Background: an optimization exercise with open tools, aiming at small area. Do not read the settings as production practice.
Function was checked by simulation only, so behaviour that the tests miss may differ from the original.
No activity file was given, so power comes from the tool's default toggle rates.

## run 1
Design Top_SR, start of the top module:
module Top_SR #(parameter WIDTH=170,
                parameter CNT_WIDTH=8,
                parameter VALID_WIDTH=32,
                parameter NUM_WIDTH=4,
                parameter FIFO_WIDTH=36,
                parameter SHIFT_DIRECTION=1,
                parameter READ_TRIG_SRC=0,
                parameter READ_DELAY=1
   ) (
    input clk_in,
    input rst,
    input start,
    input [WIDTH-1:0] din,
    input data_in,
    input fifo_full,
    output clk_sr_en,
    output data_out,
    output load_sr,
    output fifo_wr_en,
    output [FIFO_WIDTH-1:0] fifo_din
    );
Size: ~360 flip-flops, about 220 I/O pins, about 0.011 mm² of cells after synthesis.
export LEC_CHECK = 0
export CAP_MARGIN = 20
export CORE_MARGIN = 2
export CORE_UTILIZATION = 50
export CTS_BUF_LIST = sky130_fd_sc_hd__clkbuf_8
export CTS_CLUSTER_DIAMETER = 40
export CTS_CLUSTER_SIZE = 16
export PLACE_DENSITY = 0.65
export SLEW_MARGIN = 20
export SYNTH_HIERARCHICAL = 1
export SYNTH_MINIMUM_KEEP_SIZE = 0
create_clock -name core_clock -period 10.0 [get_ports {clk_in}]
standard.sh (not shown) runs the stock make flow with config.mk's settings and CLKGATE_MAP_FILE= SYNTH_SCRIPT=/design/flow/synth_recipe.tcl, a recipe that flattens the netlist after the stock synthesis.
==> flow/flow/run.sh <==
#!/bin/bash
# The standard layout (the standard.sh, all steps), except that the
# port buffers that global placement inserts are buf_1 cells rather than
# the buffer OpenROAD picks by default.
set -euo pipefail
cd "$(dirname "$0")/.."
export BUFFER_PORTS_ARGS="-buffer_cell sky130_fd_sc_hd__buf_1"
bash standard.sh finish > standard.log 2>&1
In summary, run 1 completed successfully, with a layout that passed the timing, DRC and antenna checks.
The following lists how run 5 was set up differently from run 1:
==> flow/flow/run.sh <==
#!/bin/bash
# The standard layout (the standard.sh, all steps), except that
# - the port buffers that global placement inserts are buf_1 cells rather
#   than the buffer OpenROAD picks by default, and
# - clock tree synthesis inserts no dummy loads (CTS_ARGS replaces the
#   arguments cts.tcl builds from the CTS_* settings in config.mk; these are
#   the same settings plus -dont_use_dummy_load).
set -euo pipefail
cd "$(dirname "$0")/.."
export BUFFER_PORTS_ARGS="-buffer_cell sky130_fd_sc_hd__buf_1"
export CTS_ARGS="-sink_clustering_enable -repair_clock_nets -sink_clustering_size 16 -sink_clustering_max_diameter 40 -buf_list sky130_fd_sc_hd__clkbuf_8 -dont_use_dummy_load"
bash standard.sh finish > standard.log 2>&1
Results
Run 5 reached the final stage; the timing, DRC and antenna checks on its layout passed.
In run 5 relative to run 1, count of clock buffers in the final design had gone down by more than 10%.
Max final cell count across run 1 and run 5: run 1
Run 1 → run 5: detail-routed via count per cell has increased, register-to-register setup slack now sits higher, clock share of power fell by 4.8 points.

Top_SR, a different RTL version from the one above (not shown whole).
Size in the first run: roughly 870 cells after synthesis, ~360 flip-flops, about 11000 um2 of cells after synthesis.
Settings: LEC_CHECK=0, CAP_MARGIN=20, CELL_PAD_IN_SITES_DETAIL_PLACEMENT=1, CELL_PAD_IN_SITES_GLOBAL_PLACEMENT=1, CORE_MARGIN=2, CORE_UTILIZATION=45, CTS_BUF_LIST=sky130_fd_sc_hd__clkbuf_8, CTS_CLUSTER_DIAMETER=45, CTS_CLUSTER_SIZE=20, PLACE_DENSITY=0.6, SLEW_MARGIN=20, SYNTH_HIERARCHICAL=1, SYNTH_MINIMUM_KEEP_SIZE=0; clock period 10.0 ns.
==> flow/flow/run.sh <==
#!/bin/bash
# The standard layout (the standard.sh, all steps), except that
# - the port buffers that global placement inserts are buf_1 cells rather
#   than the buffer OpenROAD picks by default, and
# - clock tree synthesis inserts no dummy loads (CTS_ARGS replaces the
#   arguments cts.tcl builds from the CTS_* settings in config.mk; these are
#   the same settings plus -dont_use_dummy_load).
set -euo pipefail
cd "$(dirname "$0")/.."
export BUFFER_PORTS_ARGS="-buffer_cell sky130_fd_sc_hd__buf_1"
export CTS_ARGS="-sink_clustering_enable -repair_clock_nets -sink_clustering_size 20 -sink_clustering_max_diameter 45 -buf_list sky130_fd_sc_hd__clkbuf_8 -dont_use_dummy_load"
bash standard.sh finish > standard.log 2>&1
The starting point ran to the end with no violations.
Rerun with:
--- a/flow/flow/run.sh
+++ b/flow/flow/run.sh
@@ -9,4 +9,4 @@
 cd "$(dirname "$0")/.."
 export BUFFER_PORTS_ARGS="-buffer_cell sky130_fd_sc_hd__buf_1"
-export CTS_ARGS="-sink_clustering_enable -repair_clock_nets -sink_clustering_size 20 -sink_clustering_max_diameter 45 -buf_list sky130_fd_sc_hd__clkbuf_8 -dont_use_dummy_load"
+export CTS_ARGS="-sink_clustering_enable -repair_clock_nets -sink_clustering_size 16 -sink_clustering_max_diameter 40 -buf_list sky130_fd_sc_hd__clkbuf_8 -dont_use_dummy_load"
 bash standard.sh finish > standard.log 2>&1
- CELL_PAD_IN_SITES_DETAIL_PLACEMENT: 1 -> not set
- CELL_PAD_IN_SITES_GLOBAL_PLACEMENT: 1 -> not set
- CORE_UTILIZATION: 45 -> 50
- CTS_CLUSTER_DIAMETER: 45 -> 40
- CTS_CLUSTER_SIZE: 20 -> 16
- PLACE_DENSITY: 0.6 -> 0.65
Power stays flat.
Clock-buffer cell count goes up by 1.
Register-to-register slack gains 0.29 ns.
Non-clock buffer count goes down by 1.
Die area fell by roughly a tenth.
Utilization climbs by 5.6 points.
Routed wire length decreases by roughly a tenth.
Worst setup slack is better by 0.49 ns.
Combinational power decreases slightly.

[what the ideal ports hide]
No port has a modelled driver above. Below, the same layouts with a new extraction and two added sets of constraints.
Step 1 (the two cells are an assumption about what drives the block):
set clk [get_ports {clk_in}]
set_driving_cell -lib_cell sky130_fd_sc_hd__clkbuf_16 $clk
set_driving_cell -lib_cell sky130_fd_sc_hd__buf_2 [delete_from_list [all_inputs] $clk]
Step 2 adds t to the input delays and takes it off the output delays; t is the mean of the earliest and latest rising clock arrival at the registers after step 1. Input paths then give back, and output paths get back, about the clock's delay inside the block.
Slacks: no drivers / after step 1 / after step 2; pairs: no drivers / after step 1.
| run | t, ns | slack for setup (ns) | worst data-port slew with drivers (ns) | pins driven straight from the clock port |
|---|---|---|---|---|
| run 1 | 0.565 | 4.966 / 4.925 / 5.489 | 0.06 | 1 |
| run 5 | 0.542 | 4.990 / 4.951 / 5.493 | 0.06 | 1 |
| the first run of note 2 | 0.603 | 5.096 / 5.048 / 5.651 | 0.06 | 1 |
| the second run of note 2 | 0.587 | 5.591 / 5.553 / 6.139 | 0.06 | 1 |
After both steps every run listed still meets setup and hold.
